Context: an optimization exercise on an open-source flow, tuned for small area. The choices shown serve that exercise and are no tape-out recipe. Function was checked by simulation only, so behaviour that the tests miss may differ from the original.

==> design.v <==
module fir_filter(clk,reset,data_in,data_out);
input clk,reset;
input signed [15:0] data_in;  
output reg signed [15:0] data_out;  
parameter signed [15:0] b0=16'b1100101110011001;
parameter signed [15:0] b1=16'b1110101010001110;
parameter signed [15:0] b2=16'b0011001111011011;
parameter signed [15:0] b3=16'b0110100000001000;
parameter signed [15:0] b4=16'b0110100000001000;
parameter signed [15:0] b5=16'b0011001111011011;
parameter signed [15:0] b6=16'b1110101010001110;
parameter signed [15:0] b7=16'b1101110110111011;
wire signed [39:0]y;  
reg signed [15:0]x[0:7]; 
always @(posedge clk or posedge reset)
	if(reset)
		begin
		x[0] <=0;
		x[1] <=0;
		x[2] <=0;
		x[3] <=0;
		x[4] <=0;
		x[5] <=0;
		x[6] <=0;
		x[7] <=0;
		data_out<=0;
		end
	else
		begin
		x[0] <= data_in;
		x[1] <= x[0];
		x[2] <= x[1];
		x[3] <= x[2];
		x[4] <= x[3];
		x[5] <= x[4];
		x[6] <= x[5];
		x[7] <= x[6];
		data_out <= y[30:15];
		end
assign y=x[0] * b0 + x[1] * b1 + x[2] * b2 + x[3] * b3 + x[4] * b4 + x[5] * b5 + x[6] * b6 + x[7] * b7;
endmodule 
==> run.sh <==
#!/bin/bash
# synth_recipe.tcl (not shown) runs the flow's synth.tcl, then flattens the netlist and writes it again
# the make line also repeats each setting of config.mk as NAME=value (left out here)
make -C /OpenROAD-flow-scripts/flow DESIGN_CONFIG=/design/flow/config.mk WORK_HOME=/design/flow/orfs CLKGATE_MAP_FILE= SYNTH_SCRIPT=/design/flow/synth_recipe.tcl finish
==> config.mk <==
export PLATFORM = sky130hd
export DESIGN_NAME = fir_filter
export DESIGN_NICKNAME = fir_filter
export VERILOG_FILES = /design/flow/design.v
export SDC_FILE = /design/flow/constraint.sdc
export NUM_CORES = 4
export LEC_CHECK = 0
export CAP_MARGIN = 20
export CORE_MARGIN = 2
export CORE_UTILIZATION = 40
export SLEW_MARGIN = 20
==> constraint.sdc <==
create_clock -name core_clock -period 13.0 [get_ports {clk}]
set_input_delay 2.6000 -clock core_clock [delete_from_list [all_inputs] [get_ports {clk}]]
set_output_delay 2.6000 -clock core_clock [all_outputs]
set_load 0.01 [all_outputs]
==> run summary <==
==> cell usage after synthesis, types with 3 or more instances <==
cell / number
o311ai_1: 3
o31ai_1: 3
inv_1: 1469
nand2_1: 47
ha_1: 816
a21o_1: 23
nand3_1: 14
a21boi_1: 8
a211o_1: 4
a31oi_1: 6
o21ai_1: 29
nand4_1: 6
fa_1: 899
nand3b_1: 3
a21oi_1: 67
o21bai_1: 6
nand2b_1: 13
and3_1: 5
o22ai_1: 3
o2111ai_1: 5
a2111oi_0: 3
nor2b_1: 18
xor2_1: 44
or2_2: 7
mux2i_1: 12
a211oi_1: 10
nor3_1: 20
xnor2_1: 127
clkbuf_1: 4
and2_1: 4
o21ai_0: 21
a221oi_1: 3
nor2_1: 63
o21a_1: 6
dfrtp_1: 144
or3_1: 5
==> final cells by class <==
type / count / area, um2 / area share [%]
inverter: 1469 / 5520 / 12.5
sequential: 144 / 3600 / 8.15
tap: 1380 / 1730 / 3.90
timing repair buffer: 49 / 450 / 1.02
antenna: 2 / 5.00 / 0.0113
multi-input combinational: 2332 / 32300 / 73.1
clock buffer: 17 / 425 / 0.962
clock inverter: 15 / 170 / 0.385
==> per-stage QoR <==
| stage | worst slack [ps] | hold slack [ps] |
|---|---|---|
| after floorplan | 1210 | 403 |
| after global placement | 637 | 367 |
| after detailed placement | 518 | 365 |
| after CTS | 453 | 383 |
| after global routing | 45.9 | 388 |
| final | 662 | 380 |
==> worst register-to-register path: cells and delay by family, from the launching register on <==
family / cells / cell delay [ps]
AO/OA/AOI/OAI: 10 / 2510
XOR/XNOR: 4 / 1020
adder cells (fa/ha/maj): 18 / 7400
buffers and inverters: 4 / 200
flip-flops: 1 / 490
AND/OR/NAND/NOR: 4 / 620
==> worst max path at each step <==
stage	slack, ps	start	end	depth (start not counted)
after CTS	450	x[1][6]	data_out[15]	38
final	660	x[1][4]	data_out[15]	40
after global routing	50	x[1][4]	data_out[15]	40
after global placement	640	x[1][7]	data_out[15]	39
after detailed placement	520	x[1][6]	data_out[15]	38
after floorplan	1210	x[1][15]	data_out[15]	41
==> timing repair <==
action,CTS,global route
resized for setup,0,3
setup buffers,0,0
hold buffers,0,0
endpoints found under the setup margin,0,1
==> per-layer routing <==
| layer | track usage, % | part of all wire, % | vias to the layer above | wire, um |
|---|---|---|---|---|
| met5 | 0 | 0.012 | - | 13 |
| met4 | 6.63 | 3.5 | 2 | 3710 |
| met3 | 4.46 | 5.7 | 111 | 6120 |
| met2 | 35.2 | 48 | 505 | 51500 |
| met1 | 28.3 | 43 | 12793 | 45900 |
| li1 | - | - | 11747 | - |
==> cell families (layout without fill, tap and decap cells) <==
family          after synthesis  count (layout)  share of synthesized area [%]
compound gates              219             219                           3.39
xor+xnor                    174             174                           3.76
fa+ha+maj                  1715            1715                           68.1
buf+inv                    1474            1550                           13.3
flops                       144             144                           8.69
mux                          12              12                          0.290
other cells                   0               2                              0
simple gates                212             212                           2.47
==> flip-flops by register name, summed over array words and instances (netlist names) <==
| register | cells |
|---|---|
| x | 128 |
| data_out | 16 |
==> cell usage in the layout (no fill, tap or decap), drive strengths merged, types with 5 or more instances in the layout <==
cell type	netlist	routed
nor2b	18	18
mux2i	12	12
fa	899	899
a21oi	67	67
nand2b	13	13
buf	1	16
xor2	44	44
clkbuf	4	17
xnor2	128	128
nand3	14	14
o21bai	6	6
or2	9	9
o21ai	50	50
or3	5	5
a21boi	8	8
clkinv	0	7
a21o	23	23
and3	5	5
nor3	20	20
nand2	47	47
nand4	6	6
dfrtp	144	144
inv	1469	1476
nor2	63	63
o21a	6	6
a31oi	6	6
clkdlybuf4s50	0	33
ha	816	816
o2111ai	5	5
a211oi	10	10
==> flow_metrics.tcl <==
set metrics [dict create \
    ant_nets 0 \
    critPathMaxStageDelay_ps 590 \
    hold_violations 0 \
    start_kind "flop" \
    path_class "reg -> reg" \
    hold_end "x[7][15]" \
    report.final.slew_viol_count 0 \
    routed_wl_um 107000 \
    min_path_type "reg -> reg" \
    tns_ps 0 \
    final_util_pct 42.9 \
    coreArea_um2 103000 \
    yosysTopAreaCell "fa_1" \
    start_util_pct 40.2 \
    worst_pin_slew_ps 918 \
    required_ps 13410 \
    async_flop_share_pct 100 \
    post-place-cells 5374 \
    hpwl_um 97600 \
    syn_avg_cell_area_um2 10.5 \
    drt_iter0_drc 1238 \
    cp_num_buf_inv 4 \
    r2r_end "data_out[15]" \
    ios 34 \
    drc 0 \
    yosys_warnings 2 \
    reg2reg_depth 40 \
    die_x_um 326 \
    cts_buffers 17 \
    grt_start_max_net_pins 52 \
    crit_top_cell "fa_1" \
    critPathTopFamily "adder cells" \
    ys_types 58 \
    timing.fmax_ghz 0.0811 \
    synth_flop_cell "dfrtp_1" \
    cts.sinks 144 \
    clk_latency_ps 530 \
    grt_pass1_vias 27225 \
    synth_area_leaders "fa_1, ha_1, inv_1" \
    seq_area_frac_synth_pct 8.69 \
    r2r-start "x[1][4]" \
    grt_pass1_wl_um 166000 \
    path_max_fanout 7 \
    clockRootBuffer "clkbuf_16" \
    grtUsageTotal_pct 21.4 \
    nets 5746 \
    ctsLongestPathBuffers 2 \
    overflow 0 \
    via_per_inst 4.65 \
    cp.arrival_ps 12740 \
    portBuffers 33 \
    setup_viol_count_final 0 \
    slew_headroom_pct 37.2 \
    clk_pin_slew_ps 90 \
    die_area_um2 106000 \
    place_congestion 0.956 \
    rows 118 \
    rsz0062_at_grt "false" \
    final_layout_size_suffix_gt1_share_pct 1.59 \
    syn-num-nets 5683 \
    vias 25158 \
    cts_tree "yes" \
    rrSetupSlack_ps 660 \
    htree_levels 4 \
    yosysTopAreaCellShare_pct 43.4 \
    fillers 9994 \
    placed_area_um2 43600 \
    ys_seq_elements 144 \
    fin_skew_ps 20.6 \
    syn_area_um2 41400 \
    end_kind "flop" \
    holdPathStages 0 \
    fin_crit_sh_pct 94.9 \
    slowest_stage "fa_1" \
    hp-start "x[6][15]" \
    status "no timing/DRC/antenna violations" \
    synth_cells 3950 \
    wire_per_inst_um 19.8 \
    final_area_um2 44200 \
    grt_antenna_before_repair 2 \
    dr.pass1.iters 5 \
    drv_cap 0 \
    synth_edf_count 0 \
    period_needed_ps 12340 \
    layoutNonFillerInstCount 5408 \
    area_growth_pct 6.71 \
    die_h_um 326 \
]

## separate check: timing with driven ports
The results above use ideal ports. As a check the final layout listed here was re-extracted and re-timed, cells and wires unchanged. Step 1, drivers: a clkbuf_16 drives clk and a buf_2 each remaining input, both assumed. Step 2 moves the port delays by t, midway between the first and last clock arrival at a register: inputs arrive t later, outputs are due t later. That takes back most of the time a late clock gives input paths. Slacks: ideal / step 1 / step 2; pairs: ideal / step 1.
shift t [ns]: 0.577
setup slack, ns: 0.662 / 0.662 / 0.662
slew at the worst register clock pin (ns): 0.09 / 0.09
After both steps setup and hold are still met in this run. For this run, drivers alone change the setup slack by 0.000 ns; drivers and shift together by 0.000 ns.
